From an optimization exercise on the open Yosys and OpenROAD flow, aimed at small area; shortcuts taken in it are not production practice. Function was checked by simulation only, so behaviour that the tests miss may differ from the original.

==> design.v <==
module csa_fa(input a, input b, input c, output s, output co);
  assign s = a ^ b ^ c;
  assign co = (a & b) | (a & c) | (b & c);
endmodule
module csa_ha(input a, input b, output s, output co);
  assign s = a ^ b;
  assign co = a & b;
endmodule
module rca #(parameter W = 8) (input [W-1:0] a, input [W-1:0] b, input ci, output [W-1:0] s);
  wire [W:0] c;
  assign c[0] = ci;
  genvar i;
  generate for (i = 0; i < W; i = i + 1) begin : g
    csa_fa f (a[i], b[i], c[i], s[i], c[i+1]);
  end endgenerate
endmodule
module seg_dec(input [3:0] d, output [6:0] o);
  assign o[6] = (~d[3] & ~d[2] & ~d[1] & d[0]) | (d[2] & ~d[1] & ~d[0]);
  assign o[5] = (d[2] & ~d[1] & d[0]) | (d[2] & d[1] & ~d[0]);
  assign o[4] = ~d[2] & d[1] & ~d[0];
  assign o[3] = (~d[3] & ~d[2] & ~d[1] & d[0]) | (d[2] & ~d[1] & ~d[0]) | (d[2] & d[1] & d[0]);
  assign o[2] = (d[2] & ~d[1]) | d[0];
  assign o[1] = (~d[3] & ~d[2] & d[0]) | (~d[2] & d[1]) | (d[1] & d[0]);
  assign o[0] = (~d[3] & ~d[2] & ~d[1]) | (d[2] & d[1] & d[0]);
endmodule
module pid_upd(input [26:0] s, input [11:0] k, input [14:0] xp, input [11:0] nk,
               input [11:0] tx, input tn, output [26:0] o);
  wire [26:0] ox;
  wire m1, m2; csa_fa u_m1 (~s[0], ~nk[0], ~tx[0], m1, m2);
  wire m3, m4; csa_fa u_m3 (~tn, ~(k[0] & xp[0]), m1, m3, m4);
  wire m5, m6; csa_fa u_m5 (~s[1], ~nk[1], ~tx[1], m5, m6);
  wire m7, m8; csa_fa u_m7 (~(k[0] & xp[1]), ~(k[1] & xp[0]), m2, m7, m8);
  wire m9, m10; csa_fa u_m9 (m5, m4, m7, m9, m10);
  wire m11, m12; csa_fa u_m11 (~s[2], ~nk[2], ~tx[2], m11, m12);
  wire m13, m14; csa_fa u_m13 (~(k[0] & xp[2]), ~(k[1] & xp[1]), ~(k[2] & xp[0]), m13, m14);
  wire m15, m16; csa_fa u_m15 (m6, m11, m8, m15, m16);
  wire m17, m18; csa_fa u_m17 (m13, m10, m15, m17, m18);
  wire m19, m20; csa_fa u_m19 (~s[3], ~nk[3], ~tx[3], m19, m20);
  wire m21, m22; csa_fa u_m21 (~(k[0] & xp[3]), ~(k[1] & xp[2]), ~(k[2] & xp[1]), m21, m22);
  wire m23, m24; csa_fa u_m23 (~(k[3] & xp[0]), m12, m19, m23, m24);
  wire m25, m26; csa_fa u_m25 (m14, m21, m23, m25, m26);
  wire m27, m28; csa_fa u_m27 (m16, m25, m18, m27, m28);
  wire m29, m30; csa_fa u_m29 (~s[4], ~nk[4], ~tx[4], m29, m30);
  wire m31, m32; csa_fa u_m31 (~(k[0] & xp[4]), ~(k[1] & xp[3]), ~(k[2] & xp[2]), m31, m32);
  wire m33, m34; csa_fa u_m33 (~(k[3] & xp[1]), ~(k[4] & xp[0]), m20, m33, m34);
  wire m35, m36; csa_fa u_m35 (m29, m22, m24, m35, m36);
  wire m37, m38; csa_fa u_m37 (m31, m33, m26, m37, m38);
  wire m39, m40; csa_fa u_m39 (m35, m37, m28, m39, m40);
  wire m41, m42; csa_fa u_m41 (~s[5], ~nk[5], ~tx[5], m41, m42);
  wire m43, m44; csa_fa u_m43 (~(k[0] & xp[5]), ~(k[1] & xp[4]), ~(k[2] & xp[3]), m43, m44);
  wire m45, m46; csa_fa u_m45 (~(k[3] & xp[2]), ~(k[4] & xp[1]), ~(k[5] & xp[0]), m45, m46);
  wire m47, m48; csa_fa u_m47 (m30, m41, m32, m47, m48);
  wire m49, m50; csa_fa u_m49 (m34, m43, m45, m49, m50);
  wire m51, m52; csa_fa u_m51 (m36, m47, m49, m51, m52);
  wire m53, m54; csa_fa u_m53 (m38, m51, m40, m53, m54);
  wire m55, m56; csa_fa u_m55 (~s[6], ~nk[6], ~tx[6], m55, m56);
  wire m57, m58; csa_fa u_m57 (~(k[0] & xp[6]), ~(k[1] & xp[5]), ~(k[2] & xp[4]), m57, m58);
  wire m59, m60; csa_fa u_m59 (~(k[3] & xp[3]), ~(k[4] & xp[2]), ~(k[5] & xp[1]), m59, m60);
  wire m61, m62; csa_fa u_m61 (~(k[6] & xp[0]), m42, m55, m61, m62);
  wire m63, m64; csa_fa u_m63 (m44, m46, m57, m63, m64);
  wire m65, m66; csa_fa u_m65 (m59, m61, m48, m65, m66);
  wire m67, m68; csa_fa u_m67 (m50, m63, m52, m67, m68);
  wire m69, m70; csa_fa u_m69 (m65, m67, m54, m69, m70);
  wire m71, m72; csa_fa u_m71 (~s[7], ~nk[7], ~tx[7], m71, m72);
  wire m73, m74; csa_fa u_m73 (~(k[0] & xp[7]), ~(k[1] & xp[6]), ~(k[2] & xp[5]), m73, m74);
  wire m75, m76; csa_fa u_m75 (~(k[3] & xp[4]), ~(k[4] & xp[3]), ~(k[5] & xp[2]), m75, m76);
  wire m77, m78; csa_fa u_m77 (~(k[6] & xp[1]), ~(k[7] & xp[0]), m56, m77, m78);
  wire m79, m80; csa_fa u_m79 (m71, m58, m60, m79, m80);
  wire m81, m82; csa_fa u_m81 (m62, m73, m75, m81, m82);
  wire m83, m84; csa_fa u_m83 (m77, m64, m79, m83, m84);
  wire m85, m86; csa_fa u_m85 (m81, m66, m83, m85, m86);
  wire m87, m88; csa_fa u_m87 (m68, m85, m70, m87, m88);
  wire m89, m90; csa_fa u_m89 (~s[8], ~nk[8], ~tx[8], m89, m90);
  wire m91, m92; csa_fa u_m91 (~(k[0] & xp[8]), ~(k[1] & xp[7]), ~(k[2] & xp[6]), m91, m92);
  wire m93, m94; csa_fa u_m93 (~(k[3] & xp[5]), ~(k[4] & xp[4]), ~(k[5] & xp[3]), m93, m94);
  wire m95, m96; csa_fa u_m95 (~(k[6] & xp[2]), ~(k[7] & xp[1]), ~(k[8] & xp[0]), m95, m96);
  wire m97, m98; csa_fa u_m97 (m72, m89, m74, m97, m98);
  wire m99, m100; csa_fa u_m99 (m76, m78, m91, m99, m100);
  wire m101, m102; csa_fa u_m101 (m93, m95, m80, m101, m102);
  wire m103, m104; csa_fa u_m103 (m82, m97, m99, m103, m104);
  wire m105, m106; csa_fa u_m105 (m84, m101, m103, m105, m106);
  wire m107, m108; csa_fa u_m107 (m86, m105, m88, m107, m108);
  wire m109, m110; csa_fa u_m109 (~s[9], ~nk[9], ~tx[9], m109, m110);
  wire m111, m112; csa_fa u_m111 (~(k[0] & xp[9]), ~(k[1] & xp[8]), ~(k[2] & xp[7]), m111, m112);
  wire m113, m114; csa_fa u_m113 (~(k[3] & xp[6]), ~(k[4] & xp[5]), ~(k[5] & xp[4]), m113, m114);
  wire m115, m116; csa_fa u_m115 (~(k[6] & xp[3]), ~(k[7] & xp[2]), ~(k[8] & xp[1]), m115, m116);
  wire m117, m118; csa_fa u_m117 (~(k[9] & xp[0]), m90, m109, m117, m118);
  wire m119, m120; csa_fa u_m119 (m92, m94, m96, m119, m120);
  wire m121, m122; csa_fa u_m121 (m111, m113, m115, m121, m122);
  wire m123, m124; csa_fa u_m123 (m117, m98, m100, m123, m124);
  wire m125, m126; csa_fa u_m125 (m119, m121, m102, m125, m126);
  wire m127, m128; csa_fa u_m127 (m104, m123, m106, m127, m128);
  wire m129, m130; csa_fa u_m129 (m125, m127, m108, m129, m130);
  wire m131, m132; csa_fa u_m131 (~s[10], ~nk[10], ~tx[10], m131, m132);
  wire m133, m134; csa_fa u_m133 (~(k[0] & xp[10]), ~(k[1] & xp[9]), ~(k[2] & xp[8]), m133, m134);
  wire m135, m136; csa_fa u_m135 (~(k[3] & xp[7]), ~(k[4] & xp[6]), ~(k[5] & xp[5]), m135, m136);
  wire m137, m138; csa_fa u_m137 (~(k[6] & xp[4]), ~(k[7] & xp[3]), ~(k[8] & xp[2]), m137, m138);
  wire m139, m140; csa_fa u_m139 (~(k[9] & xp[1]), ~(k[10] & xp[0]), m110, m139, m140);
  wire m141, m142; csa_fa u_m141 (m131, m112, m114, m141, m142);
  wire m143, m144; csa_fa u_m143 (m116, m118, m133, m143, m144);
  wire m145, m146; csa_fa u_m145 (m135, m137, m139, m145, m146);
  wire m147, m148; csa_fa u_m147 (m120, m122, m141, m147, m148);
  wire m149, m150; csa_fa u_m149 (m143, m145, m124, m149, m150);
  wire m151, m152; csa_fa u_m151 (m147, m126, m149, m151, m152);
  wire m153, m154; csa_fa u_m153 (m128, m151, m130, m153, m154);
  wire m155, m156; csa_fa u_m155 (~s[11], ~nk[11], ~tx[11], m155, m156);
  wire m157, m158; csa_fa u_m157 (~(k[0] & xp[11]), ~(k[1] & xp[10]), ~(k[2] & xp[9]), m157, m158);
  wire m159, m160; csa_fa u_m159 (~(k[3] & xp[8]), ~(k[4] & xp[7]), ~(k[5] & xp[6]), m159, m160);
  wire m161, m162; csa_fa u_m161 (~(k[6] & xp[5]), ~(k[7] & xp[4]), ~(k[8] & xp[3]), m161, m162);
  wire m163, m164; csa_fa u_m163 (~(k[9] & xp[2]), ~(k[10] & xp[1]), ~(k[11] & xp[0]), m163, m164);
  wire m165, m166; csa_fa u_m165 (m132, m155, m134, m165, m166);
  wire m167, m168; csa_fa u_m167 (m136, m138, m140, m167, m168);
  wire m169, m170; csa_fa u_m169 (m157, m159, m161, m169, m170);
  wire m171, m172; csa_fa u_m171 (m163, m142, m144, m171, m172);
  wire m173, m174; csa_fa u_m173 (m146, m165, m167, m173, m174);
  wire m175, m176; csa_fa u_m175 (m169, m148, m171, m175, m176);
  wire m177, m178; csa_fa u_m177 (m173, m150, m175, m177, m178);
  wire m179, m180; csa_fa u_m179 (m152, m177, m154, m179, m180);
  wire m181, m182; csa_ha u_m181 (~s[12], tn, m181, m182);
  wire m183, m184; csa_fa u_m183 (~(k[0] & xp[12]), ~(k[1] & xp[11]), ~(k[2] & xp[10]), m183, m184);
  wire m185, m186; csa_fa u_m185 (~(k[3] & xp[9]), ~(k[4] & xp[8]), ~(k[5] & xp[7]), m185, m186);
  wire m187, m188; csa_fa u_m187 (~(k[6] & xp[6]), ~(k[7] & xp[5]), ~(k[8] & xp[4]), m187, m188);
  wire m189, m190; csa_fa u_m189 (~(k[9] & xp[3]), ~(k[10] & xp[2]), ~(k[11] & xp[1]), m189, m190);
  wire m191, m192; csa_fa u_m191 (m156, m181, m158, m191, m192);
  wire m193, m194; csa_fa u_m193 (m160, m162, m164, m193, m194);
  wire m195, m196; csa_fa u_m195 (m183, m185, m187, m195, m196);
  wire m197, m198; csa_fa u_m197 (m189, m166, m168, m197, m198);
  wire m199, m200; csa_fa u_m199 (m170, m191, m193, m199, m200);
  wire m201, m202; csa_fa u_m201 (m195, m172, m174, m201, m202);
  wire m203, m204; csa_fa u_m203 (m197, m199, m176, m203, m204);
  wire m205, m206; csa_fa u_m205 (m201, m178, m203, m205, m206);
  wire m207 = ~(m205 ^ m180); wire m208 = m205 | m180;
  wire m209, m210; csa_ha u_m209 (~s[13], ~(k[0] & xp[13]), m209, m210);
  wire m211, m212; csa_fa u_m211 (~(k[1] & xp[12]), ~(k[2] & xp[11]), ~(k[3] & xp[10]), m211, m212);
  wire m213, m214; csa_fa u_m213 (~(k[4] & xp[9]), ~(k[5] & xp[8]), ~(k[6] & xp[7]), m213, m214);
  wire m215, m216; csa_fa u_m215 (~(k[7] & xp[6]), ~(k[8] & xp[5]), ~(k[9] & xp[4]), m215, m216);
  wire m217, m218; csa_fa u_m217 (~(k[10] & xp[3]), ~(k[11] & xp[2]), m182, m217, m218);
  wire m219, m220; csa_fa u_m219 (m184, m186, m188, m219, m220);
  wire m221, m222; csa_fa u_m221 (m190, m209, m211, m221, m222);
  wire m223, m224; csa_fa u_m223 (m213, m215, m217, m223, m224);
  wire m225, m226; csa_fa u_m225 (m192, m194, m196, m225, m226);
  wire m227, m228; csa_fa u_m227 (m219, m221, m223, m227, m228);
  wire m229, m230; csa_fa u_m229 (m198, m200, m225, m229, m230);
  wire m231, m232; csa_fa u_m231 (m227, m202, m229, m231, m232);
  wire m233, m234; csa_fa u_m233 (m204, m231, m206, m233, m234);
  wire m235 = ~(m233 ^ m208); wire m236 = m233 | m208;
  wire m237, m238; csa_fa u_m237 (~s[14], (k[0] & xp[14]), ~(k[1] & xp[13]), m237, m238);
  wire m239, m240; csa_fa u_m239 (~(k[2] & xp[12]), ~(k[3] & xp[11]), ~(k[4] & xp[10]), m239, m240);
  wire m241, m242; csa_fa u_m241 (~(k[5] & xp[9]), ~(k[6] & xp[8]), ~(k[7] & xp[7]), m241, m242);
  wire m243, m244; csa_fa u_m243 (~(k[8] & xp[6]), ~(k[9] & xp[5]), ~(k[10] & xp[4]), m243, m244);
  wire m245, m246; csa_fa u_m245 (~(k[11] & xp[3]), m210, m212, m245, m246);
  wire m247, m248; csa_fa u_m247 (m214, m216, m218, m247, m248);
  wire m249, m250; csa_fa u_m249 (m237, m239, m241, m249, m250);
  wire m251, m252; csa_fa u_m251 (m243, m220, m222, m251, m252);
  wire m253, m254; csa_fa u_m253 (m224, m245, m247, m253, m254);
  wire m255, m256; csa_fa u_m255 (m249, m226, m228, m255, m256);
  wire m257, m258; csa_fa u_m257 (m251, m253, m230, m257, m258);
  wire m259, m260; csa_fa u_m259 (m255, m232, m257, m259, m260);
  wire m261, m262; csa_fa u_m261 (m259, m234, m236, m261, m262);
  wire m263, m264; csa_fa u_m263 (~s[15], (k[1] & xp[14]), ~(k[2] & xp[13]), m263, m264);
  wire m265, m266; csa_fa u_m265 (~(k[3] & xp[12]), ~(k[4] & xp[11]), ~(k[5] & xp[10]), m265, m266);
  wire m267, m268; csa_fa u_m267 (~(k[6] & xp[9]), ~(k[7] & xp[8]), ~(k[8] & xp[7]), m267, m268);
  wire m269, m270; csa_fa u_m269 (~(k[9] & xp[6]), ~(k[10] & xp[5]), ~(k[11] & xp[4]), m269, m270);
  wire m271, m272; csa_fa u_m271 (m238, m240, m242, m271, m272);
  wire m273, m274; csa_fa u_m273 (m244, m263, m265, m273, m274);
  wire m275, m276; csa_fa u_m275 (m267, m269, m246, m275, m276);
  wire m277, m278; csa_fa u_m277 (m248, m250, m271, m277, m278);
  wire m279, m280; csa_fa u_m279 (m273, m252, m254, m279, m280);
  wire m281, m282; csa_fa u_m281 (m275, m277, m256, m281, m282);
  wire m283, m284; csa_fa u_m283 (m279, m258, m281, m283, m284);
  wire m285, m286; csa_fa u_m285 (m260, m283, m262, m285, m286);
  wire m287, m288; csa_fa u_m287 (~s[16], (k[2] & xp[14]), ~(k[3] & xp[13]), m287, m288);
  wire m289, m290; csa_fa u_m289 (~(k[4] & xp[12]), ~(k[5] & xp[11]), ~(k[6] & xp[10]), m289, m290);
  wire m291, m292; csa_fa u_m291 (~(k[7] & xp[9]), ~(k[8] & xp[8]), ~(k[9] & xp[7]), m291, m292);
  wire m293, m294; csa_fa u_m293 (~(k[10] & xp[6]), ~(k[11] & xp[5]), m264, m293, m294);
  wire m295, m296; csa_fa u_m295 (m266, m268, m270, m295, m296);
  wire m297, m298; csa_fa u_m297 (m287, m289, m291, m297, m298);
  wire m299, m300; csa_fa u_m299 (m272, m274, m293, m299, m300);
  wire m301, m302; csa_fa u_m301 (m295, m297, m276, m301, m302);
  wire m303, m304; csa_fa u_m303 (m278, m299, m280, m303, m304);
  wire m305, m306; csa_fa u_m305 (m301, m282, m303, m305, m306);
  wire m307, m308; csa_fa u_m307 (m284, m305, m286, m307, m308);
  wire m309, m310; csa_fa u_m309 (~s[17], (k[3] & xp[14]), ~(k[4] & xp[13]), m309, m310);
  wire m311, m312; csa_fa u_m311 (~(k[5] & xp[12]), ~(k[6] & xp[11]), ~(k[7] & xp[10]), m311, m312);
  wire m313, m314; csa_fa u_m313 (~(k[8] & xp[9]), ~(k[9] & xp[8]), ~(k[10] & xp[7]), m313, m314);
  wire m315, m316; csa_fa u_m315 (~(k[11] & xp[6]), m288, m290, m315, m316);
  wire m317, m318; csa_fa u_m317 (m292, m309, m311, m317, m318);
  wire m319, m320; csa_fa u_m319 (m313, m294, m296, m319, m320);
  wire m321, m322; csa_fa u_m321 (m298, m315, m317, m321, m322);
  wire m323, m324; csa_fa u_m323 (m300, m319, m321, m323, m324);
  wire m325, m326; csa_fa u_m325 (m302, m323, m304, m325, m326);
  wire m327, m328; csa_fa u_m327 (m306, m325, m308, m327, m328);
  wire m329, m330; csa_fa u_m329 (~s[18], (k[4] & xp[14]), ~(k[5] & xp[13]), m329, m330);
  wire m331, m332; csa_fa u_m331 (~(k[6] & xp[12]), ~(k[7] & xp[11]), ~(k[8] & xp[10]), m331, m332);
  wire m333, m334; csa_fa u_m333 (~(k[9] & xp[9]), ~(k[10] & xp[8]), ~(k[11] & xp[7]), m333, m334);
  wire m335, m336; csa_fa u_m335 (m310, m312, m314, m335, m336);
  wire m337, m338; csa_fa u_m337 (m329, m331, m333, m337, m338);
  wire m339, m340; csa_fa u_m339 (m316, m318, m335, m339, m340);
  wire m341, m342; csa_fa u_m341 (m337, m320, m322, m341, m342);
  wire m343, m344; csa_fa u_m343 (m339, m324, m341, m343, m344);
  wire m345, m346; csa_fa u_m345 (m343, m326, m328, m345, m346);
  wire m347, m348; csa_fa u_m347 (~s[19], (k[5] & xp[14]), ~(k[6] & xp[13]), m347, m348);
  wire m349, m350; csa_fa u_m349 (~(k[7] & xp[12]), ~(k[8] & xp[11]), ~(k[9] & xp[10]), m349, m350);
  wire m351, m352; csa_fa u_m351 (~(k[10] & xp[9]), ~(k[11] & xp[8]), m330, m351, m352);
  wire m353, m354; csa_fa u_m353 (m332, m334, m347, m353, m354);
  wire m355, m356; csa_fa u_m355 (m349, m336, m338, m355, m356);
  wire m357, m358; csa_fa u_m357 (m351, m353, m340, m357, m358);
  wire m359, m360; csa_fa u_m359 (m355, m342, m357, m359, m360);
  wire m361, m362; csa_fa u_m361 (m344, m359, m346, m361, m362);
  wire m363, m364; csa_fa u_m363 (~s[20], (k[6] & xp[14]), ~(k[7] & xp[13]), m363, m364);
  wire m365, m366; csa_fa u_m365 (~(k[8] & xp[12]), ~(k[9] & xp[11]), ~(k[10] & xp[10]), m365, m366);
  wire m367, m368; csa_fa u_m367 (~(k[11] & xp[9]), m348, m350, m367, m368);
  wire m369, m370; csa_fa u_m369 (m363, m365, m352, m369, m370);
  wire m371, m372; csa_fa u_m371 (m354, m367, m356, m371, m372);
  wire m373, m374; csa_fa u_m373 (m369, m358, m371, m373, m374);
  wire m375, m376; csa_fa u_m375 (m360, m373, m362, m375, m376);
  wire m377, m378; csa_fa u_m377 (~s[21], (k[7] & xp[14]), ~(k[8] & xp[13]), m377, m378);
  wire m379, m380; csa_fa u_m379 (~(k[9] & xp[12]), ~(k[10] & xp[11]), ~(k[11] & xp[10]), m379, m380);
  wire m381, m382; csa_fa u_m381 (m364, m366, m377, m381, m382);
  wire m383, m384; csa_fa u_m383 (m379, m368, m381, m383, m384);
  wire m385, m386; csa_fa u_m385 (m370, m383, m372, m385, m386);
  wire m387, m388; csa_fa u_m387 (m374, m385, m376, m387, m388);
  wire m389, m390; csa_fa u_m389 (~s[22], (k[8] & xp[14]), ~(k[9] & xp[13]), m389, m390);
  wire m391, m392; csa_fa u_m391 (~(k[10] & xp[12]), ~(k[11] & xp[11]), m378, m391, m392);
  wire m393, m394; csa_fa u_m393 (m380, m389, m382, m393, m394);
  wire m395, m396; csa_fa u_m395 (m391, m384, m393, m395, m396);
  wire m397, m398; csa_fa u_m397 (m395, m386, m388, m397, m398);
  wire m399, m400; csa_fa u_m399 (~s[23], (k[9] & xp[14]), ~(k[10] & xp[13]), m399, m400);
  wire m401, m402; csa_fa u_m401 (~(k[11] & xp[12]), m390, m399, m401, m402);
  wire m403, m404; csa_fa u_m403 (m392, m401, m394, m403, m404);
  wire m405, m406; csa_fa u_m405 (m396, m403, m398, m405, m406);
  wire m407, m408; csa_fa u_m407 (~s[24], (k[10] & xp[14]), ~(k[11] & xp[13]), m407, m408);
  wire m409, m410; csa_fa u_m409 (m400, m407, m402, m409, m410);
  wire m411, m412; csa_fa u_m411 (m409, m404, m406, m411, m412);
  wire m413, m414; csa_fa u_m413 (~s[25], (k[11] & xp[14]), m408, m413, m414);
  wire m415, m416; csa_fa u_m415 (m413, m410, m412, m415, m416);
  wire m417, m418; csa_ha u_m417 (~s[26], m414, m417, m418);
  wire m419 = ~(m417 ^ m416); wire m420 = m417 | m416;
  assign ox = {m419, m415, m411, m405, m397, m387, m375, m361, m345, m327, m307, m285, m261, m235, m207, m179, m153, m129, m107, m87, m69, m53, m39, m27, m17, m9, m3};
  assign o = ~ox;
endmodule
module pid (
	input clk,
	input res,
	input c_active,
	input kp_active,
	input ki_active,
	input kd_active,
	input inc_up,
	input inc_dn,
	input motor_rot_pulse,
	output disp_rs,
	output disp_rw,
	output disp_en,
	output display_on,
	output [7:0]disp_data,
	output [6:0]seg7_k,
	output [6:0]seg7_eq,
	output [6:0]seg7_thousands,
	output [6:0]seg7_hundreds,
	output [6:0]seg7_tens,
	output [6:0]seg7_ones,
	output velocity_command_pulse,
	output [15:0]command_speed_out
);
  function [4:0] bcd_step(input [3:0] d, input up);
    begin
      if (up) bcd_step = (d == 4'd9) ? {1'b1, 4'd0} : {1'b0, d + 4'd1};
      else    bcd_step = (d == 4'd0) ? {1'b1, 4'd9} : {1'b0, d - 4'd1};
    end
  endfunction
  reg [4:0] ui_cnt;
  wire ui_tick = (ui_cnt == 5'd15);
  reg [2:0] lc;
  reg lp;
  wire lcd_tick = lc[2] & ~lp;
  reg [9:0] lrc;
  reg lrp;
  reg [7:0] win;
  wire win_end = (win == 8'd0) & (lc == 3'd0) & ~lp;
  reg [13:0] pq;
  reg [2:0] pr;
  wire pq_end = pq[13] & pq[10] & pq[9] & pq[8] & pq[4];
  always @(posedge clk) begin
    if (!res) begin
      ui_cnt <= 5'd0;
      lc <= 3'd0; lp <= 1'b0;
      lrc <= 10'd0; lrp <= 1'b0;
      win <= 8'd0;
      pq <= 14'd0; pr <= 3'd0;
    end else begin
      ui_cnt <= ui_cnt + 5'd1;
      if (lc[2]) begin lc <= 3'd0; lp <= ~lp; end
      else lc <= lc + 3'd1;
      if (lrc == 10'd0) begin lrc <= 10'd1000; lrp <= ~lrp; end
      else lrc <= lrc - 10'd1;
      if (lc[2] & lp) win <= (win == 8'd199) ? 8'd0 : win + 8'd1;
      if (pq_end) begin pq <= 14'd0; pr <= 3'd0; end
      else if (pr[2]) begin pr <= 3'd0; pq <= pq + 14'd1; end
      else pr <= pr + 3'd1;
    end
  end
  reg [3:0] act;                   
  reg [15:0] ucs;                  
  reg [11:0] kp, ki, kd;           
  wire up = ~inc_up & inc_dn;
  wire dn = inc_up & ~inc_dn;
  wire selc = (act == 4'b1000);
  wire selp = (act == 4'b0100);
  wire seli = (act == 4'b0010);
  wire seld = (act == 4'b0001);
  wire step = ui_tick & (up | dn);
  wire [11:0] ksel = selp ? kp : seli ? ki : kd;
  wire [4:0] k0 = bcd_step(ksel[3:0], up);
  wire [4:0] k1 = bcd_step(ksel[7:4], up);
  wire [4:0] k2 = bcd_step(ksel[11:8], up);
  wire [11:0] knext = {k0[4] & k1[4] ? k2[3:0] : ksel[11:8],
                       k0[4] ? k1[3:0] : ksel[7:4], k0[3:0]};
  wire [4:0] u0 = bcd_step(ucs[3:0], up);
  wire [4:0] u1 = bcd_step(ucs[7:4], up);
  wire [4:0] u2 = bcd_step(ucs[11:8], up);
  wire [4:0] u3 = bcd_step(ucs[15:12], up);
  wire [15:0] unext = {u0[4] & u1[4] & u2[4] ? u3[3:0] : ucs[15:12],
                       u0[4] & u1[4] ? u2[3:0] : ucs[11:8],
                       u0[4] ? u1[3:0] : ucs[7:4], u0[3:0]};
  reg [11:0] kold;
  reg [1:0] ktag;                  
  reg [9:0] kpb, kib, kdb;
  wire [9:0] kb = selp ? kpb : seli ? kib : kdb;
  wire [9:0] kbn = up ? ((kb == 10'd999) ? 10'd0 : kb + 10'd1)
                      : ((kb == 10'd0) ? 10'd999 : kb - 10'd1);
  wire ucs_wrap = up ? (ucs == 16'h9999) : (ucs == 16'h0000);
  wire ki_wrap = up ? (kib == 10'd999) : (kib == 10'd0);
  reg uev, uup, uwr, kev, kup, kwr;
  always @(posedge clk) begin
    if (!res) begin
      act <= 4'd0;
      ucs <= 16'h1000;
      kp <= 12'd0; ki <= 12'd0; kd <= 12'd0;
      kold <= 12'd0; ktag <= 2'd0;
      kpb <= 10'd0; kib <= 10'd0; kdb <= 10'd0;
      uev <= 1'b0; uup <= 1'b0; uwr <= 1'b0; kev <= 1'b0; kup <= 1'b0; kwr <= 1'b0;
    end else begin
      if (ui_tick) begin
        uev <= step & selc; uup <= up; uwr <= ucs_wrap;
        kev <= step & seli; kup <= up; kwr <= ki_wrap;
        act <= {c_active, kp_active, ki_active, kd_active};
        ktag <= 2'd0;
        if (step & selc) ucs <= unext;
        if (step & (selp | seli | seld)) begin
          kold <= ksel;
          ktag <= selp ? 2'd1 : seli ? 2'd2 : 2'd3;
        end
        if (step & selp) begin kp <= knext; kpb <= kbn; end
        if (step & seli) begin ki <= knext; kib <= kbn; end
        if (step & seld) begin kd <= knext; kdb <= kbn; end
      end
    end
  end
  reg last_pulse;
  reg [9:0] pcq;                   
  reg [9:0] fb;                    
  reg [10:0] dl;                   
  wire [10:0] dln;
  rca #(11) sub_f (.a({1'b0, fb}), .b(~{1'b0, pcq}), .ci(1'b1), .s(dln));
  always @(posedge clk) begin
    last_pulse <= motor_rot_pulse;
    if (!res) begin
      pcq <= 10'd0; fb <= 10'd0; dl <= 11'd0;
    end else if (win_end) begin
      fb <= pcq; pcq <= 10'd0; dl <= dln;
    end else if (~last_pulse & motor_rot_pulse)
      pcq <= pcq + 10'd1;
  end
  reg [15:0] cmd, prv;
  wire P16 = (ui_cnt == 5'd16);
  wire P17 = (ui_cnt == 5'd17);
  wire P18 = (ui_cnt == 5'd18);
  wire P19 = (ui_cnt == 5'd19);
  wire P20 = (ui_cnt == 5'd20);
  wire wz = (win == 8'd0) & ~lp;
  wire W1 = wz & (lc == 3'd1);
  wire W2 = wz & (lc == 3'd2);
  wire W3 = wz & (lc == 3'd3);
  wire [11:0] kpd, ks1, m, dik;
  rca #(12) add_k0 (.a({2'b00, kpb}), .b({2'b00, kdb}), .ci(1'b0), .s(kpd));     
  rca #(12) add_k1 (.a(kpd), .b({2'b00, kib}), .ci(1'b0), .s(ks1));             
  rca #(12) add_m  (.a(kpd), .b({2'b00, kdb}), .ci(1'b0), .s(m));               
  rca #(12) sub_ik (.a({2'b00, kib}), .b(~{2'b00, kdb}), .ci(1'b1), .s(dik));   
  reg [14:0] e;
  wire [14:0] de = win_end ? {{4{dln[10]}}, dln} :
                   (step & selc) ? (ucs_wrap ? (up ? -15'sd9999 : 15'sd9999) : (up ? 15'sd1 : -15'sd1)) : 15'd0;
  wire [14:0] en;
  rca #(15) add_e (.a(e), .b(de), .ci(1'b0), .s(en));
  wire mk = P16 & kev;
  wire mf = P20 & uev & uwr;
  wire [11:0] K = W1 ? ks1 : W2 ? m : W3 ? {2'b00, kdb} :
                  mk ? (kwr ? 12'd999 : 12'd1) : mf ? {2'b00, kib} : 12'd0;
  wire [14:0] X = (W1 | W2 | W3) ? {{4{dl[10]}}, dl} : mk ? e : 15'd10000;
  wire neg = W2 | (mk & ~(kup ^ kwr)) | (mf & uup);
  wire [14:0] Xp = X ^ {15{neg}};
  wire [11:0] NK = K & {12{neg}};
  wire [11:0] Kt = ~uev ? 12'd0 : P16 ? ks1 : P17 ? m : P18 ? {2'b00, kdb} : 12'd0;
  wire tneg = uev & (P16 | P17 | P18) & (~uup ^ P17);
  wire [11:0] TX = Kt ^ {12{tneg}};
  reg [26:0] S;
  wire [26:0] Sn;
  pid_upd upd (.s(S), .k(K), .xp(Xp), .nk(NK), .tx(TX), .tn(tneg), .o(Sn));
  wire hact = uev & uwr;
  wire [12:0] Hs = ~hact ? 13'd0 : P17 ? {1'b0, ks1} : P18 ? {dik[11], dik} :
                   (P19 | P20) ? {3'b000, kib} : 13'd0;
  wire hneg = hact & uup;
  wire sgn = S[26];
  wire [25:0] am = S[25:0] ^ {26{sgn}};
  reg [12:0] quo;
  reg [10:0] rr;
  reg [11:0] bw;
  reg ge;
  integer i, j;
  localparam [10:0] D625 = 11'd625;
  always @(*) begin
    rr = 11'd0;
    quo = 13'd0;
    for (i = 21; i >= 0; i = i - 1) begin
      rr = {rr[9:0], am[i + 4]};
      bw[0] = 1'b0;
      for (j = 0; j < 11; j = j + 1)
        bw[j+1] = D625[j] ? (~rr[j] | bw[j]) : (~rr[j] & bw[j]);
      ge = ~bw[11];
      for (j = 0; j < 11; j = j + 1)
        rr[j] = rr[j] ^ (ge & (D625[j] ^ bw[j]));
      if (i < 13) quo[i] = ge;
    end
  end
  wire [14:0] qf = {sgn, sgn, quo ^ {13{sgn}}};
  wire rem_nz = sgn ? ~((rr[9:0] == 10'd624) & (&am[3:0])) : ((|rr[9:0]) | (|am[3:0]));
  wire [14:0] y;
  rca #(15) add_h (.a(qf), .b({{2{Hs[12]}}, Hs} ^ {15{hneg}}), .ci(hneg), .s(y));
  wire [15:0] cmdn;
  rca #(16) add_c (.a(prv), .b({y[14], y}), .ci(y[14] & rem_nz), .s(cmdn));
  always @(posedge clk) begin
    if (!res) begin
      S <= 27'd0; e <= 15'd1000;
      cmd <= 16'd0; prv <= 16'd0;
    end else begin
      S <= Sn; e <= en;
      prv <= cmd;
      cmd <= cmdn;
    end
  end
  assign command_speed_out = cmd;
  assign velocity_command_pulse = ({2'b00, pq} < cmd);
  wire anysel = selc | selp | seli | seld;
  wire [15:0] dsel = selc ? ucs : {4'd0, selp ? kp : seli ? ki : kd};
  wire [6:0] s3, s2, s1, s0;
  seg_dec dec3 (dsel[15:12], s3);
  seg_dec dec2 (dsel[11:8], s2);
  seg_dec dec1 (dsel[7:4], s1);
  seg_dec dec0 (dsel[3:0], s0);
  assign seg7_thousands = anysel ? s3 : 7'b1111111;
  assign seg7_hundreds  = anysel ? s2 : 7'b1111111;
  assign seg7_tens      = anysel ? s1 : 7'b1111111;
  assign seg7_ones      = anysel ? s0 : 7'b1111111;
  assign seg7_k  = selc ? 7'b0110001 : selp ? 7'b0011000 : seli ? 7'b1111001 :
                   seld ? 7'b1000010 : 7'b1111111;
  assign seg7_eq = anysel ? 7'b1110110 : 7'b1111111;
  reg [5:0] idx;
  reg [1:0] st;                    
  always @(posedge clk) begin
    if (!res || !lrp) begin
      idx <= 6'd0; st <= 2'd0;
    end else if (lcd_tick) begin
      case (st)
        2'd0: begin idx <= 6'd0; st <= 2'd1; end
        2'd1: st <= (idx[5] & idx[2] & idx[0]) ? 2'd3 : 2'd2;
        2'd2: begin idx <= idx + 6'd1; st <= 2'd1; end
        default: st <= 2'd3;
      endcase
    end
  end
  assign disp_en = (st == 2'd2);
  assign disp_rw = 1'b0;
  assign display_on = 1'b1;
  reg [15:0] vcmd;
  reg [9:0] vfb;
  always @(posedge clk) begin
    if (!res) begin
      vcmd <= 16'd0; vfb <= 10'd0;
    end else if (ui_tick) begin
      vcmd <= cmd; vfb <= fb;
    end
  end
  wire vsel_fb = idx[5];           
  wire vneg = ~vsel_fb & vcmd[15];
  wire [15:0] vval = vsel_fb ? {6'd0, vfb} : vcmd;
  wire [15:0] vmag = (vval ^ {16{vneg}}) + {15'd0, vneg};
  function [3:0] add3(input [3:0] d);
    begin
      add3[3] = d[3] | (d[2] & (d[1] | d[0]));
      add3[2] = (d[2] & ~d[1] & ~d[0]) | (d[3] & d[0]);
      add3[1] = (~d[2] & d[1]) | (d[1] & d[0]) | (d[3] & ~d[0]);
      add3[0] = (~d[3] & ~d[2] & d[0]) | (d[2] & d[1] & ~d[0]) | (d[3] & ~d[0]);
    end
  endfunction
  reg [35:0] z;
  integer bi;
  always @(*) begin
    z = {20'd0, vmag};
    for (bi = 0; bi < 16; bi = bi + 1) begin
      z[19:16] = add3(z[19:16]);
      z[23:20] = add3(z[23:20]);
      z[27:24] = add3(z[27:24]);
      z[31:28] = add3(z[31:28]);
      z = z << 1;
    end
  end
  wire [3:0] thou4 = {z[32], 3'b000} + {1'b0, z[33:32], 1'b0} + z[31:28];  
  wire [3:0] vdig = (idx == 6'd15 || idx == 6'd32) ? thou4 :
                    (idx == 6'd16 || idx == 6'd33) ? z[27:24] :
                    (idx == 6'd17 || idx == 6'd34) ? z[23:20] : z[19:16];
  wire [3:0] vdig_s = vneg ? (4'd0 - vdig) : vdig;
  wire [7:0] vchar = (vdig_s <= 4'd9) ? {4'h3, vdig_s} : 8'd3;
  wire [11:0] kpl = (ktag == 2'd1) ? kold : kp;
  wire [11:0] kil = (ktag == 2'd2) ? kold : ki;
  wire [11:0] kdl = (ktag == 2'd3) ? kold : kd;
  reg [8:0] lcd_out;
  always @(*) begin
    case (idx)
      6'd0: lcd_out = {1'b0, 8'b0011_1000};
      6'd1: lcd_out = {1'b0, 8'b0000_0110};
      6'd2: lcd_out = {1'b0, 8'b0000_0001};
      6'd3: lcd_out = {1'b1, "K"};
      6'd4: lcd_out = {1'b1, "p"};
      6'd5: lcd_out = {1'b1, " "};
      6'd6: lcd_out = {1'b1, " "};
      6'd7: lcd_out = {1'b1, "K"};
      6'd8: lcd_out = {1'b1, "i"};
      6'd9: lcd_out = {1'b1, " "};
      6'd10: lcd_out = {1'b1, " "};
      6'd11: lcd_out = {1'b1, "K"};
      6'd12: lcd_out = {1'b1, "d"};
      6'd13: lcd_out = {1'b1, " "};
      6'd14: lcd_out = {1'b1, " "};
      6'd15, 6'd16, 6'd17, 6'd18: lcd_out = {1'b1, vchar};
      6'd19: lcd_out = {1'b0, 8'b1100_0000};
      6'd20: lcd_out = {1'b1, 4'h3, kpl[11:8]};
      6'd21: lcd_out = {1'b1, 4'h3, kpl[7:4]};
      6'd22: lcd_out = {1'b1, 4'h3, kpl[3:0]};
      6'd23: lcd_out = {1'b1, " "};
      6'd24: lcd_out = {1'b1, 4'h3, kil[11:8]};
      6'd25: lcd_out = {1'b1, 4'h3, kil[7:4]};
      6'd26: lcd_out = {1'b1, 4'h3, kil[3:0]};
      6'd27: lcd_out = {1'b1, " "};
      6'd28: lcd_out = {1'b1, 4'h3, kdl[11:8]};
      6'd29: lcd_out = {1'b1, 4'h3, kdl[7:4]};
      6'd30: lcd_out = {1'b1, 4'h3, kdl[3:0]};
      6'd31: lcd_out = {1'b1, " "};
      6'd32, 6'd33, 6'd34, 6'd35: lcd_out = {1'b1, vchar};
      default: lcd_out = {1'b0, 8'b1000_0000};
    endcase
  end
  assign disp_rs = lcd_out[8];
  assign disp_data = lcd_out[7:0];
endmodule
==> flow/run.sh <==
#!/bin/bash
# Layout flow: the standard synthesis; the combinational logic of the synthesized
# netlist is then re-mapped by ABC for area (registers, full/half adders and tie cells
# are kept as they are); then the standard layout from the netlist on, with the
# ports buffered by the smallest buffer and a clock tree of small buffers without
# dummy loads. Each tool's output goes to its own log here.
set -euo pipefail
HERE=$(pwd)
RES=$HERE/orfs/results/$FLOW_PLATFORM/pid/base
LIB=$FLOW_HOME/platforms/$FLOW_PLATFORM/lib/sky130_fd_sc_hd__tt_025C_1v80.lib
YOSYS=$FLOW_HOME/../tools/install/yosys/bin/yosys

# 1. standard synthesis up to the Yosys netlist
bash standard.sh "$RES/1_2_yosys.v" > synth.log 2>&1
cp "$RES/1_2_yosys.v" "$HERE/1_2_yosys_standard.v"

# 2. area re-mapping of the combinational logic
DONT_USE=""
for c in $(sed -n '/^export DONT_USE_CELLS/,/^$/p' "$FLOW_HOME/platforms/$FLOW_PLATFORM/config.mk" | grep -o 'sky130_fd_sc_hd__[a-z0-9_]*'); do
  DONT_USE="$DONT_USE -dont_use $c"
done
cat > remap.abc <<'A'
strash
&get -n
&deepsyn -T 120
&put
dch -f
amap
topo
A
cat > remap.ys <<Y
read_liberty -ignore_miss_func $LIB
blackbox sky130_fd_sc_hd__*df* sky130_fd_sc_hd__*dl* sky130_fd_sc_hd__*sdf* sky130_fd_sc_hd__fa_* sky130_fd_sc_hd__ha_* sky130_fd_sc_hd__conb_*
read_verilog $HERE/1_2_yosys_standard.v
hierarchy -top $FLOW_TOP
flatten
opt_clean
abc -liberty $LIB -script $HERE/remap.abc $DONT_USE
opt_clean -purge
read_liberty -lib -ignore_miss_func $LIB
splitnets
opt_clean -purge
hilomap -singleton -hicell sky130_fd_sc_hd__conb_1 HI -locell sky130_fd_sc_hd__conb_1 LO
insbuf -buf sky130_fd_sc_hd__buf_1 A X
check -assert
select -assert-none t:\$*
tee -o $HERE/remap_stat.txt stat -liberty $LIB
write_verilog -noattr -nohex -nodec $HERE/1_2_yosys_remap.v
Y
# keep the re-mapped netlist only if it has the same registers (names and cell types)
regs() { grep -oE '^ *sky130_fd_sc_hd__[a-z0-9_]*(df|dl)[a-z0-9_]* +[^ ]+' "$1" | sed 's/^ *//' | sort; }
if "$YOSYS" -s remap.ys > remap.log 2>&1 && [[ -s "$HERE/1_2_yosys_remap.v" ]] \
   && [[ "$(regs "$HERE/1_2_yosys_standard.v")" == "$(regs "$HERE/1_2_yosys_remap.v")" ]]; then
  cp "$HERE/1_2_yosys_remap.v" "$RES/1_2_yosys.v"
  touch "$RES/1_2_yosys.v"
  echo "re-mapped netlist in use" >> remap.log
else
  echo "re-mapping failed or changed the registers; keeping the standard netlist" >> remap.log
fi

# 3. standard layout from the netlist
export BUFFER_PORTS_ARGS="-buffer_cell sky130_fd_sc_hd__buf_1"
export CTS_ARGS="-sink_clustering_enable -repair_clock_nets -dont_use_dummy_load -buf_list sky130_fd_sc_hd__clkbuf_4"
bash standard.sh finish > layout.log 2>&1
==> standard.sh <==
#!/bin/bash
# synth_recipe.tcl (not shown) runs the flow's synth.tcl, then flattens the netlist and writes it again
# the make line also repeats each setting of config.mk as NAME=value (left out here)
make -C /OpenROAD-flow-scripts/flow DESIGN_CONFIG=/design/flow/config.mk WORK_HOME=/design/flow/orfs CLKGATE_MAP_FILE= SYNTH_SCRIPT=/design/flow/synth_recipe.tcl "${@:-finish}"
==> config.mk <==
export PLATFORM = sky130hd
export DESIGN_NAME = pid
export DESIGN_NICKNAME = pid
export VERILOG_FILES = /design/flow/design.v
export SDC_FILE = /design/flow/constraint.sdc
export NUM_CORES = 4
export LEC_CHECK = 0
export ABC_AREA = 1
export ABC_CLOCK_PERIOD_IN_PS = 60000
export CAP_MARGIN = 20
export CORE_MARGIN = 2
export CORE_UTILIZATION = 60
export SLEW_MARGIN = 20
export SYNTH_HIERARCHICAL = 1
==> constraint.sdc <==
create_clock -name core_clock -period 60.0 [get_ports {clk}]
set_input_delay 12.0000 -clock core_clock [delete_from_list [all_inputs] [get_ports {clk}]]
set_output_delay 12.0000 -clock core_clock [all_outputs]
set_load 0.01 [all_outputs]
==> run summary, run 1 <==
result of the run no timing/DRC/antenna violations; area inside the core boundary 41,000 sq um; final clock period utilization by the worst path 61.5%; R2R setup slack 23.07 ns; total of max-cap violations 0; TritonCTS clock tree built; DRC 0; die outline height 209 um; total negative slack 0 ns; final period demand of the worst path 36.93 ns; Worst-path clk slew 0.06 ns; maximum level of the CTS H-tree 3; Die Wd 209 um; number of gates given a new drive strength after cts 0; number of nets in the final layout 3,646; antenna violations before repair 1; Slew @ Worst Pin 1.16 ns; launching element type of the critical path flop; number of hold buffers added after CTS 0; largest fanout on the critical path 29; WL/cell 19.4 um; CP Data Arrival Time 37.53 ns; insertion delay of the later-clocked pin in the worst-skew pair 0.80 ns; upper clock frequency limit 27.1 MHz; maximum number of pins on one net before global-route repair 71; Avg Inst Size Synth 8.14 sq um; Initial Util 61.2%; number of post-CTS setup repair buffers 0; # setup viols final 0; HPWL after detailed placement 57,500 um; post-detailed-route count of antenna-violating nets 0; Cell Count, Final, Fillers Out 3,800; worst-case setup slack after placement 23.73 ns; count of final hold-check violations 0; critical path class flop to flop; count of final max-slew check failures 0; I/O pin total 80; Via density 6.19; Critical Path End Type flop; wire length of the first global-routing pass 120,000 um; slowest CP cell sky130_fd_sc_hd__o21ai_0; number of global-route vias before repair 23,100; unrepaired setup endpoints after global routing false; Starting DRT DRC Count 2,394; Num CTS Buffers 79; Final Wtd Congestion 0.962; floorplan die area 43,500 sq um; final clock skew 0.0873 ns; combined global-route utilization of all metal layers 34.6%; cell mode on critical path sky130_fd_sc_hd__fa_1; post-route worst setup slack 23.07 ns; total length of routed wires 73,800 um; first-pass detailed-route iteration total 10; cell area after technology mapping 25,100 sq um; root buf cell sky130_fd_sc_hd__clkbuf_4; number of buffers on the longest clock path 3; area growth from synthesis to layout 7.53%; final design utilization 65.8%; Crit path largest cell delay 0.55 ns; DR vias 23,500; required time reported for the critical path endpoint 60.61 ns; fraction of final layout cells sized beyond drive strength 1 4.10%; Syn. warnings 7; IO buf count 72; Buffers & Inverters on Critical Path 12; number of sinks driven by the clock tree 290; Syn Inst Count 3,083; row cnt 74; kind of cell adding the most delay to the critical path adder cells; Hold WC Path Type flop to flop; remaining max-slew budget at the tightest pin 23.0%; Overflow after GRT 0; Placed Cells incl. Taps 3,719
## per-stage QoR
step | hold WS (ns) | instance area, sq um
floorplan | 0.396 | 25200
global placement | 0.406 | 26400
detailed placement | 0.432 | 26400
CTS | 0.440 | 27000
global route | 0.449 | 27000
finish | 0.441 | 27000
## area by class of cell
class	instances	area, sq um
Sequential cell	290	5810
Inverter	437	1640
Clock buffer	79	593
Tap cell	532	666
Timing Repair Buffer	114	586
Antenna cell	1	2.50
Fill cell	3512	14000
Multi-Input combinational cell	2347	17700
## registers in the layout (all words and copies together) (netlist names), 14 cells and up
signal and cells:
S 27, prv 16, ucs 16, pq 14, cmd 16, e 15
vcmd 16
## worst paths after layout
path	startpoint	end	cells past startpoint
worst max-delay path	S[26]	cmd[15]	140
worst min-delay path	lrc[0]	lrc[0]	1
worst max register to register	S[26]	cmd[15]	140
worst min register to register	lrc[0]	lrc[0]	1
## routing by layer
layer,vias to the layer above,global-route usage (%),wire length (um)
met5,-,0,0
met4,0,11.6,2100
met3,170,8.80,6600
met2,1031,54.1,33200
met1,11200,47.0,31900
li1,11100,-,-
## layout by cell type (no fill, tap or decap), drive strengths merged, types with 23 or more instances in the layout
master and instances:
conb 27, clkinv 436, a211oi 45, nor2 475, dfxtp 290, nand2 189
or3 23, o21ai 215, nor2b 45, or2 203, a31oi 26, o22ai 191
a22oi 26, nor3 73, clkbuf 79, nand3 47, a222oi 38, ha 58
a21oi 125, o21a 28, buf 114, fa 310
==> run 2, diff against run 1 <==
--- a/design.v
+++ b/design.v
@@ -304,3 +304,2 @@
   reg [15:0] ucs;                  
-  reg [11:0] kp, ki, kd;           
   wire up = ~inc_up & inc_dn;
@@ -312,8 +311,2 @@
   wire step = ui_tick & (up | dn);
-  wire [11:0] ksel = selp ? kp : seli ? ki : kd;
-  wire [4:0] k0 = bcd_step(ksel[3:0], up);
-  wire [4:0] k1 = bcd_step(ksel[7:4], up);
-  wire [4:0] k2 = bcd_step(ksel[11:8], up);
-  wire [11:0] knext = {k0[4] & k1[4] ? k2[3:0] : ksel[11:8],
-                       k0[4] ? k1[3:0] : ksel[7:4], k0[3:0]};
   wire [4:0] u0 = bcd_step(ucs[3:0], up);
@@ -325,3 +318,3 @@
                        u0[4] ? u1[3:0] : ucs[7:4], u0[3:0]};
-  reg [11:0] kold;
+  reg [9:0] kold;
   reg [1:0] ktag;                  
@@ -338,4 +331,3 @@
       ucs <= 16'h1000;
-      kp <= 12'd0; ki <= 12'd0; kd <= 12'd0;
-      kold <= 12'd0; ktag <= 2'd0;
+      kold <= 10'd0; ktag <= 2'd0;
       kpb <= 10'd0; kib <= 10'd0; kdb <= 10'd0;
@@ -350,8 +342,8 @@
         if (step & (selp | seli | seld)) begin
-          kold <= ksel;
+          kold <= kb;
           ktag <= selp ? 2'd1 : seli ? 2'd2 : 2'd3;
         end
-        if (step & selp) begin kp <= knext; kpb <= kbn; end
-        if (step & seli) begin ki <= knext; kib <= kbn; end
-        if (step & seld) begin kd <= knext; kdb <= kbn; end
+        if (step & selp) kpb <= kbn;
+        if (step & seli) kib <= kbn;
+        if (step & seld) kdb <= kbn;
       end
@@ -452,4 +444,24 @@
   assign velocity_command_pulse = ({2'b00, pq} < cmd);
+  function [3:0] add3(input [3:0] d);
+    begin
+      add3[3] = d[3] | (d[2] & (d[1] | d[0]));
+      add3[2] = (d[2] & ~d[1] & ~d[0]) | (d[3] & d[0]);
+      add3[1] = (~d[2] & d[1]) | (d[1] & d[0]) | (d[3] & ~d[0]);
+      add3[0] = (~d[3] & ~d[2] & d[0]) | (d[2] & d[1] & ~d[0]) | (d[3] & ~d[0]);
+    end
+  endfunction
+  function [11:0] bcd3(input [9:0] b);
+    integer n; reg [21:0] w;
+    begin
+      w = {12'd0, b};
+      for (n = 0; n < 10; n = n + 1) begin
+        w[13:10] = add3(w[13:10]);
+        w[17:14] = add3(w[17:14]);
+        w = w << 1;
+      end
+      bcd3 = w[21:10];
+    end
+  endfunction
   wire anysel = selc | selp | seli | seld;
-  wire [15:0] dsel = selc ? ucs : {4'd0, selp ? kp : seli ? ki : kd};
+  wire [15:0] dsel = selc ? ucs : {4'd0, bcd3(kb)};
   wire [6:0] s3, s2, s1, s0;
@@ -492,14 +504,11 @@
   end
+  wire [9:0] kpl = (ktag == 2'd1) ? kold : kpb;
+  wire [9:0] kil = (ktag == 2'd2) ? kold : kib;
+  wire [9:0] kdl = (ktag == 2'd3) ? kold : kdb;
   wire vsel_fb = idx[5];           
-  wire vneg = ~vsel_fb & vcmd[15];
-  wire [15:0] vval = vsel_fb ? {6'd0, vfb} : vcmd;
+  wire vsel_k = ~idx[5] & idx[4] & (idx[3] | idx[2]);    
+  wire [9:0] klcd = (idx[3:2] == 2'b01) ? kpl : (idx[3:2] == 2'b10) ? kil : kdl;
+  wire vneg = ~vsel_fb & ~vsel_k & vcmd[15];
+  wire [15:0] vval = vsel_k ? {6'd0, klcd} : vsel_fb ? {6'd0, vfb} : vcmd;
   wire [15:0] vmag = (vval ^ {16{vneg}}) + {15'd0, vneg};
-  function [3:0] add3(input [3:0] d);
-    begin
-      add3[3] = d[3] | (d[2] & (d[1] | d[0]));
-      add3[2] = (d[2] & ~d[1] & ~d[0]) | (d[3] & d[0]);
-      add3[1] = (~d[2] & d[1]) | (d[1] & d[0]) | (d[3] & ~d[0]);
-      add3[0] = (~d[3] & ~d[2] & d[0]) | (d[2] & d[1] & ~d[0]) | (d[3] & ~d[0]);
-    end
-  endfunction
   reg [35:0] z;
@@ -517,10 +526,7 @@
   wire [3:0] thou4 = {z[32], 3'b000} + {1'b0, z[33:32], 1'b0} + z[31:28];  
-  wire [3:0] vdig = (idx == 6'd15 || idx == 6'd32) ? thou4 :
-                    (idx == 6'd16 || idx == 6'd33) ? z[27:24] :
-                    (idx == 6'd17 || idx == 6'd34) ? z[23:20] : z[19:16];
+  wire [1:0] vpos = idx[5] ? idx[1:0] : idx[1:0] + 2'd1;
+  wire [3:0] vdig = (vpos == 2'd0) ? thou4 : (vpos == 2'd1) ? z[27:24] :
+                    (vpos == 2'd2) ? z[23:20] : z[19:16];
   wire [3:0] vdig_s = vneg ? (4'd0 - vdig) : vdig;
   wire [7:0] vchar = (vdig_s <= 4'd9) ? {4'h3, vdig_s} : 8'd3;
-  wire [11:0] kpl = (ktag == 2'd1) ? kold : kp;
-  wire [11:0] kil = (ktag == 2'd2) ? kold : ki;
-  wire [11:0] kdl = (ktag == 2'd3) ? kold : kd;
   reg [8:0] lcd_out;
@@ -545,13 +551,7 @@
       6'd19: lcd_out = {1'b0, 8'b1100_0000};
-      6'd20: lcd_out = {1'b1, 4'h3, kpl[11:8]};
-      6'd21: lcd_out = {1'b1, 4'h3, kpl[7:4]};
-      6'd22: lcd_out = {1'b1, 4'h3, kpl[3:0]};
+      6'd20, 6'd21, 6'd22: lcd_out = {1'b1, vchar};
       6'd23: lcd_out = {1'b1, " "};
-      6'd24: lcd_out = {1'b1, 4'h3, kil[11:8]};
-      6'd25: lcd_out = {1'b1, 4'h3, kil[7:4]};
-      6'd26: lcd_out = {1'b1, 4'h3, kil[3:0]};
+      6'd24, 6'd25, 6'd26: lcd_out = {1'b1, vchar};
       6'd27: lcd_out = {1'b1, " "};
-      6'd28: lcd_out = {1'b1, 4'h3, kdl[11:8]};
-      6'd29: lcd_out = {1'b1, 4'h3, kdl[7:4]};
-      6'd30: lcd_out = {1'b1, 4'h3, kdl[3:0]};
+      6'd28, 6'd29, 6'd30: lcd_out = {1'b1, vchar};
       6'd31: lcd_out = {1'b1, " "};
--- a/flow/run.sh
+++ b/flow/run.sh
@@ -25,5 +25,4 @@
 &deepsyn -T 120
+&nf -R 1000
 &put
-dch -f
-amap
 topo
==> run 2 against run 1 <==
- critical endpoint unchanged
- wire length is 9.9% lower
- utilization is 0.086 points lower
- critical path depth shrank 4
- synthesized cell count down 11%
- still clean
- highest routed layer unchanged
- die area decreased by 5.5%
- design area fell by 5.5%
- critical path type unchanged
- largest cell class unchanged
- sequential cell count is 38 lower
- hold slack worse by 0.0071 ns
==> run summary, run 2 <==
upper clock frequency limit 29.0 MHz; highest metal layer used by the detailed router met4; final design utilization 65.7%; Critical Path End Type flop; WL/cell 19.3 um; most frequent standard cell in the layout excluding fill and tap cells sky130_fd_sc_hd__nand2_1; number of gates given a new drive strength after cts 0; Hold WC Path Type flop to flop; number of global-route vias before repair 21,000; number of sinks driven by the clock tree 252; area inside the core boundary 38,800 sq um; Die Wd 203 um; total negative slack 0 ns; largest register by flop count S; count of final hold-check violations 0; CP Data Arrival Time 35.13 ns; Buffers & Inverters on Critical Path 13; Num CTS Buffers 74; antenna violations before repair 2; remaining max-slew budget at the tightest pin 28.0%; HPWL after detailed placement 51,400 um; combined global-route utilization of all metal layers 33.3%; Crit path largest cell delay 0.79 ns; die outline height 203 um; count of final max-slew check failures 0; # setup viols final 0; row cnt 72; area growth from synthesis to layout 7.72%; I/O pin total 80; largest fanout on the critical path 39; kind of cell adding the most delay to the critical path adder cells; number of nets in the final layout 3,300; number of post-CTS setup repair buffers 0; final clock period utilization by the worst path 57.5%; wire length of the first global-routing pass 109,000 um; DR vias 21,400; result of the run no timing/DRC/antenna violations; Worst-path clk slew 0.06 ns; critical path class flop to flop; most used cells in the layout excluding fill and tap cells 395 x sky130_fd_sc_hd__nand2_1, 310 x sky130_fd_sc_hd__fa_1, 293 x sky130_fd_sc_hd__nor2_1; fill count 3,335; number of buffers on the longest clock path 3; area occupied by multi-input gates 18,100 sq um; fraction of final layout cells sized beyond drive strength 1 4.28%; maximum level of the CTS H-tree 3; cell area after technology mapping 23,700 sq um; Syn Inst Count 2,735; Starting DRT DRC Count 1,795; IO buf count 72; Slew @ Worst Pin 1.08 ns; Via density 6.21; unrepaired setup endpoints after global routing false; TritonCTS clock tree built; total of max-cap violations 0; Overflow after GRT 0; cell mode on critical path sky130_fd_sc_hd__fa_1; Cell Count, Final, Fillers Out 3,440; post-detailed-route count of antenna-violating nets 0; final clock skew 0.0689 ns; final period demand of the worst path 34.49 ns; DRC 0; floorplan die area 41,100 sq um; launching element type of the critical path flop; total length of routed wires 66,500 um; post-route worst setup slack 25.52 ns; insertion delay of the later-clocked pin in the worst-skew pair 0.76 ns; Syn. warnings 7; root buf cell sky130_fd_sc_hd__clkbuf_4; M1 wire length 27,700 um; worst-case setup slack after placement 25.72 ns; Routed met3 length 4280 um; maximum number of pins on one net before global-route repair 55; Placed Cells incl. Taps 3,364; Final Wtd Congestion 0.972; first-pass detailed-route iteration total 8; slowest CP cell sky130_fd_sc_hd__a21boi_0; Avg Inst Size Synth 8.66 sq um; met2 WL 31,800 um; number of hold buffers added after CTS 0; number of flip-flops under the largest register name 27; required time reported for the critical path endpoint 60.65 ns; Initial Util 61.0%; register area 5050 sq um
==> run 2: area by class of cell <==
class / count / share of cell area, %
well taps: 518 / 2.54
multi-input cells: 2326 / 71.0
inverters: 159 / 2.34
clock buffers: 74 / 2.18
repair buffers: 109 / 2.15
diodes: 2 / 0.0196
flip-flops and latches: 252 / 19.8
==> run 2: path summary, 6_finish.rpt <==
check / slack (ns) / from / to / cells after the start
worst min register to register: 0.43 / pr[0] / pr[0] / 1
worst min-delay path: 0.43 / pr[0] / pr[0] / 1
worst max-delay path: 25.52 / S[26] / cmd[15] / 136
worst max register to register: 25.52 / S[26] / cmd[15] / 136
==> run 2: per-layer routing <==
layer,vias up,GRT usage (%)
met2,837,55.3
li1,9913,-
met3,158,4.80
met1,10500,43.6
met4,0,14.6
met5,-,0
==> run 2: through the flow <==
step           hold WS [ns]  area [sq um]
6_report              0.434         25500
5_1_grt               0.465         25500
4_1_cts               0.442         25500
3_5_place_dp          0.432         24900
3_3_place_gp          0.419         24900
2_1_floorplan         0.408         23800

## afterwards: timing with drivers on the ports
No port has a modelled driver above. Below, the same layouts with a new extraction and two added sets of constraints.
Step 1 (the two cells are an assumption about what drives the block):
set clk [get_ports {clk}]
set_driving_cell -lib_cell sky130_fd_sc_hd__clkbuf_16 $clk
set_driving_cell -lib_cell sky130_fd_sc_hd__buf_2 [delete_from_list [all_inputs] $clk]
Step 2 adds t to the input delays and takes it off the output delays; t is the mean of the earliest and latest rising clock arrival at the registers after step 1. Input paths then give back, and output paths get back, about the clock's delay inside the block.
a / b / c = ideal / step 1 / step 2; a / b = the first two.
run	t (ns)	setup WS [ns]	latest minus earliest clock arrival (ns)	slew at the worst register clock pin (ns)
run 1	0.819	23.072 / 23.072 / 23.072	0.099 / 0.099	0.07 / 0.07
run 2	0.774	25.515 / 25.515 / 25.515	0.069 / 0.069	0.06 / 0.06
After both steps every run listed still meets setup and hold.
